Source: an optimization exercise on an open RTL-to-GDS flow (aim: small area and few clock cycles). Production flows keep margins and buffers that such runs may drop. In this exercise RTL edits were held to simulation tests only and were not proved equivalent to the original. Power figures rest on the tool's default switching activity, not on a simulated workload. The flow treats the clock pin as an ideal source, which a real chip does not have.

## v3
==> flow/design.v <==
module icap_controller
	(
		ACLK,
		ARESETN,
		S_AXIS_TREADY,
		S_AXIS_TDATA,
		S_AXIS_TLAST,
		S_AXIS_TVALID,
		ICAP_CE_N,
		ICAP_I
	);
	input                                     ACLK;
	input                                     ARESETN;
	output                                    S_AXIS_TREADY;
	input      [255 : 0]                      S_AXIS_TDATA;
	input                                     S_AXIS_TLAST;
	input                                     S_AXIS_TVALID;
	output                                    ICAP_CE_N;
	output     [31 : 0]                       ICAP_I;
	localparam K = 2;		 
	localparam L = 7;		 
	reg  [K-1:0]   wsel;		 
	reg  [K-1:0]   rsel;		 
	reg  [2:0]     part;		 
	wire [K-1:0]   head_v;
	wire [K-1:0]   in_rdy;
	wire [256*K-1:0] head_d;
	wire send = |(rsel & head_v);
	wire last = send & (part == 3'd7);
	wire acc  = S_AXIS_TVALID & |(wsel & in_rdy);
	genvar c, s;
	generate
		for (c = 0; c < K; c = c + 1) begin : ch
			reg  [256*L-1:0] d;
			reg  [L-1:0]     v;
			wire [L:0]       rdy;	 
			assign rdy[L] = rsel[c] & last;
			for (s = 0; s < L; s = s + 1) begin : st
				assign rdy[s] = ~v[s] | rdy[s+1];
				if (s == 0) begin : first
					always @(posedge ACLK)
						if (rdy[0]) d[255:0] <= S_AXIS_TDATA;
				end else begin : next
					always @(posedge ACLK)
						if (rdy[s]) d[s*256 +: 256] <= d[(s-1)*256 +: 256];
				end
			end
			always @(posedge ACLK or negedge ARESETN)
				if (!ARESETN) v <= {L{1'b0}};
				else v <= (rdy[L-1:0] & {v[L-2:0], acc & wsel[c]}) | (v & ~rdy[L-1:0]);
			assign head_v[c] = v[L-1];
			assign in_rdy[c] = rdy[0];
			assign head_d[c*256 +: 256] = d[(L-1)*256 +: 256];
		end
	endgenerate
	reg [31:0] icap;
	integer i, j;
	always @(*) begin
		icap = 32'd0;
		for (i = 0; i < K; i = i + 1)
			for (j = 0; j < 8; j = j + 1)
				icap = icap | (head_d[i*256 + j*32 +: 32] & {32{rsel[i] & (part == j)}});
	end
	always @(posedge ACLK or negedge ARESETN)
		if (!ARESETN) begin
			wsel <= {{(K-1){1'b0}}, 1'b1};
			rsel <= {{(K-1){1'b0}}, 1'b1};
			part <= 3'd0;
		end else begin
			if (acc) wsel <= {wsel[K-2:0], wsel[K-1]};
			if (last) rsel <= {rsel[K-2:0], rsel[K-1]};
			if (send) part <= part + 3'd1;
		end
	assign S_AXIS_TREADY = |(wsel & in_rdy);
	assign ICAP_CE_N = ~send;
	assign ICAP_I = icap;
endmodule
clock: 6.0 ns
lec_check: 0
cap_margin: 20
core_margin: 2
core_utilization: 70
cts_buf_list: sky130_fd_sc_hd__clkbuf_16
cts_cluster_diameter: 100
cts_cluster_size: 30
setup_slack_margin: 0.3
slew_margin: 20
synth_memory_max_bits: 8192
standard.sh (not shown) runs the stock make flow with config.mk's settings and CLKGATE_MAP_FILE= SYNTH_SCRIPT=/design/flow/synth_recipe.tcl, a recipe that flattens the netlist after the stock synthesis.
==> flow/flow/run.sh <==
#!/bin/bash
# The standard layout (the standard.sh, standard synthesis included), with two changes:
# the port buffers are the smallest buffer cell, and clock tree synthesis adds no dummy loads.
# make's full output goes to flow_make.log in the work folder; ORFS keeps each step's log
# under orfs/logs/.
set -euo pipefail
export BUFFER_PORTS_ARGS="-buffer_cell sky130_fd_sc_hd__buf_1"
export CTS_ARGS="-sink_clustering_enable -repair_clock_nets -sink_clustering_size 30 -sink_clustering_max_diameter 100 -buf_list sky130_fd_sc_hd__clkbuf_16 -dont_use_dummy_load"
bash standard.sh finish > flow_make.log 2>&1
Testbench counts of v3, summed over its fixed seeds: cycles 2,616.
Inputs modified between v3 and v20:
--- a/flow/design.v
+++ b/flow/design.v
@@ -53,13 +53,12 @@
 			assign head_d[c*256 +: 256] = d[(L-1)*256 +: 256];
 		end
 	endgenerate
-	reg [31:0] icap;
-	integer i, j;
+	reg [255:0] head;
+	integer i;
 	always @(*) begin
-		icap = 32'd0;
+		head = 256'd0;
 		for (i = 0; i < K; i = i + 1)
-			for (j = 0; j < 8; j = j + 1)
-				icap = icap | (head_d[i*256 + j*32 +: 32] & {32{rsel[i] & (part == j)}});
+			head = head | (head_d[i*256 +: 256] & {256{rsel[i]}});
 	end
 	always @(posedge ACLK or negedge ARESETN)
 		if (!ARESETN) begin
@@ -73,5 +72,5 @@
 		end
 	assign S_AXIS_TREADY = |(wsel & in_rdy);
 	assign ICAP_CE_N = ~send;
-	assign ICAP_I = icap;
+	assign ICAP_I = head[part*32 +: 32];
 endmodule
Findings:
In terms of number of DRC violations after detailed routing, v3 and v20 differ only marginally.
From v3 to v20 the numbers moved as follows: die extent in x level; minimum setup slack in the final design has increased; final wirelength went down.
Compared with v3, in v20 design area closely matched the old numbers; die area closely matched the old numbers; total length of routed met2 wires increased by 5200 um relative to the old numbers; total of plain and repair buffers excluding clock buffers increased by about 1.4% relative to the old numbers; maximum frequency from static timing analysis increased by about 3% relative to the old numbers.
v20 against v3: final standard cell count with taps included and fillers excluded shows an increase of 100; net switching power rose 0.49 mW.
Testbench counts of v20, summed over its fixed seeds: cycles 2,616.

## afterwards: timing with drivers on the ports
No port has a modelled driver above. Below, the same layouts with a new extraction and two added sets of constraints. Step 1: set_driving_cell puts a clkbuf_16 on ACLK and a buf_2 on each other input, an assumption about the parent block. Step 2 adds t to the input delays and takes it off the output delays; t is the mean of the earliest and latest rising clock arrival at the registers after step 1. Input paths then give back, and output paths get back, about the clock's delay inside the block. Three values: ideal ports, drivers, drivers and shift; two values: the first two.
| run | t (ns) | setup slack, ns | slew at the worst register clock pin (ns) | worst data-port slew with drivers (ns) |
|---|---|---|---|---|
| v3 | 0.878 | 0.664 / 0.579 / 1.457 | 0.11 / 0.11 | 0.16 |
| v20 | 0.867 | 0.811 / 0.732 / 1.599 | 0.11 / 0.11 | 0.18 |
After both steps every run listed still meets setup and hold.
